Source: an optimization exercise on an open RTL-to-GDS flow (aim: small area and a short achievable clock period). Production flows keep margins and buffers that such runs may drop.
RTL that was checked went through simulation tests only; none was proved equivalent to the original.
Power and IR drop assume default switching activity.

## arbiter_rr
module arbiter_rr #(
    parameter WIDTH = 64
)(
    input               clk,
    input               rst,
    input   [WIDTH-1:0] req,
    output  [WIDTH-1:0] grant
);
Size in the first run: about 340 cells after synthesis, about 2700 um2 of cells after synthesis.
Settings: LEC_CHECK=0, CAP_MARGIN=20, CORE_MARGIN=2, CORE_UTILIZATION=40, CTS_BUF_LIST=sky130_fd_sc_hd__clkbuf_2, SETUP_SLACK_MARGIN=0.3, SLEW_MARGIN=20, SYNTH_HIERARCHICAL=1, SYNTH_MINIMUM_KEEP_SIZE=0; clock period 6.5 ns.
standard.sh (not shown) runs the stock make flow with config.mk's settings and CLKGATE_MAP_FILE= SYNTH_SCRIPT=/design/flow/synth_recipe.tcl, a recipe that flattens the netlist after the stock synthesis.
==> flow/flow/run.sh <==
#!/bin/bash
# The standard layout, with three changes: the port buffers are the
# smallest buffer (buf_1) instead of the default; after floorplan every
# logic cell is set to its smallest drive strength (flow/downsize.tcl);
# after placement the cells on the critical paths are sized up again
# (flow/size.tcl).
set -euo pipefail
here=$(pwd)
export BUFFER_PORTS_ARGS="-buffer_cell sky130_fd_sc_hd__buf_1"
export POST_FLOORPLAN_TCL="$here/flow/downsize.tcl"
export POST_RESIZE_TCL="$here/flow/size.tcl"
bash standard.sh > "$here/flow_standard.log" 2>&1
==> flow/flow/size.tcl <==
# Hook run after placement and its design repair: give the drivers of the
# high-fanout nets on the request-to-grant paths a stronger cell.
set ::db [ord::get_db]
set ::block [ord::get_db_block]
proc size_driver {net_name size} {
  set net [$::block findNet $net_name]
  if {$net eq "NULL"} { puts "size: no net $net_name"; return }
  foreach iterm [$net getITerms] {
    if {[$iterm isOutputSignal]} {
      set inst [$iterm getInst]
      set name [[$inst getMaster] getName]
      regexp {^(sky130_fd_sc_hd__[a-z0-9]+)_[0-9]+$} $name -> base
      set big [$::db findMaster ${base}_$size]
      if {$big ne "NULL"} {
        $inst swapMaster $big
        puts "size: $net_name driver [$inst getName] $name -> ${base}_$size"
      }
    }
  }
}
foreach g {0 1 2 3 4 5 6 7} {
  size_driver nz$g 4
  size_driver a$g 2
}
size_driver nhap 4
size_driver nanyg 4
size_driver sp1 2
foreach n {h12 h34 h56} { size_driver $n 2 }
foreach n {sp2 sp3 sp4 sp5 sp6 sp7} { size_driver $n 4 }
foreach n {m12 m34 m56} { size_driver $n 2 }
foreach g {0 1 2 3 4 5 6 7} { size_driver eqm$g 2 }
foreach n {kr0 kr1 kr2} { size_driver $n 4 }
# the flip-flops of the pointer row bits drive the row decode
foreach inst [$::block getInsts] {
  if {[regexp {^nk\\?\[[345]\\?\]\$_DFF} [$inst getName]]} {
    set name [[$inst getMaster] getName]
    regexp {^(sky130_fd_sc_hd__[a-z0-9]+)_[0-9]+$} $name -> base
    $inst swapMaster [$::db findMaster ${base}_4]
    puts "size: [$inst getName] $name -> ${base}_4"
  }
}
Other scripts of this flow, unchanged in this note and not shown: flow/flow/downsize.tcl
The starting point completed without violations.
Next try:
--- a/flow/config.mk
+++ b/flow/config.mk
@@ -10 +10 @@
-export CORE_UTILIZATION = 40
+export CORE_UTILIZATION = 60
The changed run finished clean.
Global-route usage rises by 12 points.
First-iteration DRC count rises by well over a third.
Non-clock buffer count stays the same.
Flip-flop and latch count stays the same.
Power rises slightly.
Via count rises by a few percent.
Hold slack gets better by 0.026 ns.
Wire length falls by a few percent.
Register-to-register slack hardly moves.
Design area falls slightly.
Next try:
--- a/flow/flow/size.tcl
+++ b/flow/flow/size.tcl
@@ -23 +23 @@
-  size_driver a$g 2
+
--- a/flow/config.mk
+++ b/flow/config.mk
@@ -10 +10 @@
-export CORE_UTILIZATION = 60
+export CORE_UTILIZATION = 40
What happened: Clock-buffer cell count stays the same; design area fell by about 0.5%; routed wire length increases by about 5%; core utilization drops by 24 points; worst hold slack is worse by 0.030 ns; power falls by 1.4%; cell count rises by about 5%; non-clock buffer count is unchanged; global-route usage is lower by 12 points; maximum frequency stays flat; first-iteration DRC count went down by about 40%.

arbiter_rr, a different RTL version from the one above (not shown whole).
Size in the first run: ~320 cells after synthesis, about 6 flip-flops, roughly 130 I/O pins, about 2500 sq um of cells after synthesis.
==> flow/config.mk <==
export PLATFORM = sky130hd
export DESIGN_NAME = arbiter_rr
export DESIGN_NICKNAME = arbiter_rr
export VERILOG_FILES = /design/flow/design.v
export SDC_FILE = /design/flow/constraint.sdc
export NUM_CORES = 4
export LEC_CHECK = 0
export CAP_MARGIN = 20
export CORE_MARGIN = 2
export CORE_UTILIZATION = 40
export CTS_BUF_LIST = sky130_fd_sc_hd__clkbuf_2
export SETUP_SLACK_MARGIN = 0.3
export SLEW_MARGIN = 20
export SYNTH_HIERARCHICAL = 1
export SYNTH_MINIMUM_KEEP_SIZE = 0
==> flow/constraint.sdc <==
create_clock -name core_clock -period 6.5 [get_ports {clk}]
set_input_delay 1.3000 -clock core_clock [delete_from_list [all_inputs] [get_ports {clk}]]
set_output_delay 1.3000 -clock core_clock [all_outputs]
set_load 0.01 [all_outputs]
==> flow/flow/downsize.tcl <==
# Hook run after floorplan: set every logic cell to its smallest drive
# strength where that is smaller. Synthesis maps each gate on its own and
# picks stronger cells than the loads need; flow/size.tcl then upsizes
# the cells that timing needs, once the cells are placed.
set db [ord::get_db]
set n 0
foreach inst [[ord::get_db_block] getInsts] {
  set master [$inst getMaster]
  set name [$master getName]
  if {[regexp {^(sky130_fd_sc_hd__[a-z0-9]+)_([0-9]+)$} $name -> base size] && $size > 1} {
    set small [$db findMaster ${base}_1]
    if {$small ne "NULL"
        && [$small getWidth] * [$small getHeight] < [$master getWidth] * [$master getHeight]} {
      $inst swapMaster $small
      incr n
    }
  }
}
puts "downsize: $n cells set to drive strength 1"
==> flow/flow/size.tcl <==
# Hook run after placement and its design repair: give the drivers of the
# high-fanout nets on the request-to-grant paths a stronger cell.
set db [ord::get_db]
set block [ord::get_db_block]
proc size_driver {net_name size} {
  set net [$::block findNet $net_name]
  if {$net eq "NULL"} { puts "size: no net $net_name"; return }
  foreach iterm [$net getITerms] {
    if {[$iterm isOutputSignal]} {
      set inst [$iterm getInst]
      set name [[$inst getMaster] getName]
      regexp {^(sky130_fd_sc_hd__[a-z0-9]+)_[0-9]+$} $name -> base
      set big [$::db findMaster ${base}_$size]
      if {$big ne "NULL"} {
        $inst swapMaster $big
        puts "size: $net_name driver [$inst getName] $name -> ${base}_$size"
      }
    }
  }
}
foreach g {0 1 2 3 4 5 6 7} { size_driver nz$g 4 }
size_driver nhap 4
size_driver nanyg 4
foreach g {0 1 2 3 4 5 6 7} { size_driver a$g 2 }
Scripts as last shown in full above: flow/flow/run.sh
The first run died in placement repair.
Change:
--- a/flow/flow/size.tcl
+++ b/flow/flow/size.tcl
@@ -2,4 +2,4 @@
 # high-fanout nets on the request-to-grant paths a stronger cell.
-set db [ord::get_db]
-set block [ord::get_db_block]
+set ::db [ord::get_db]
+set ::block [ord::get_db_block]
 proc size_driver {net_name size} {
What happened: With this change the flow passed the timing, DRC and antenna checks. Synthesized cell count is unchanged. Area after synthesis stays the same.
No functional check of the RTL was part of any run of this note.

-- afterwards: timing with drivers on the ports --
In the flow no input, the clock included, has a driving cell. The finished layouts below were timed again as built, in two steps.
Step 1 assumes that a clkbuf_16 drives the clock port and a buf_2 every other input.
Step 2 adds t to the input delays and takes it off the output delays; t is the mean of the earliest and latest rising clock arrival at the registers after step 1. Input paths then give back, and output paths get back, about the clock's delay inside the block.
a / b / c = ideal ports / drivers / drivers and shift; a / b = the first two.
| run | t, ns | setup slack, ns | hold WS [ns] | slew at the worst register clock pin (ns) | worst slew at a driven data input, ns |
|---|---|---|---|---|---|
| the first run of note 1 | 0.246 | 1.873 / 1.852 / 1.852 | 0.620 / 0.620 / 0.620 | 0.07 / 0.07 | 0.04 |
| the second run of note 1 | 0.279 | 1.861 / 1.841 / 1.841 | 0.646 / 0.646 / 0.646 | 0.09 / 0.09 | 0.04 |
| the third run of note 1 | 0.244 | 1.849 / 1.825 / 1.825 | 0.615 / 0.615 / 0.615 | 0.07 / 0.07 | 0.04 |
| the second run of note 2 | 0.232 | 1.649 / 1.627 / 1.627 | 0.541 / 0.541 / 0.541 | 0.05 / 0.05 | 0.03 |
After both steps setup and hold are still met in every run listed. The setup slack of the third run of note 1, which loses most, moves by -0.024 ns with the drivers and by -0.024 ns with both steps.
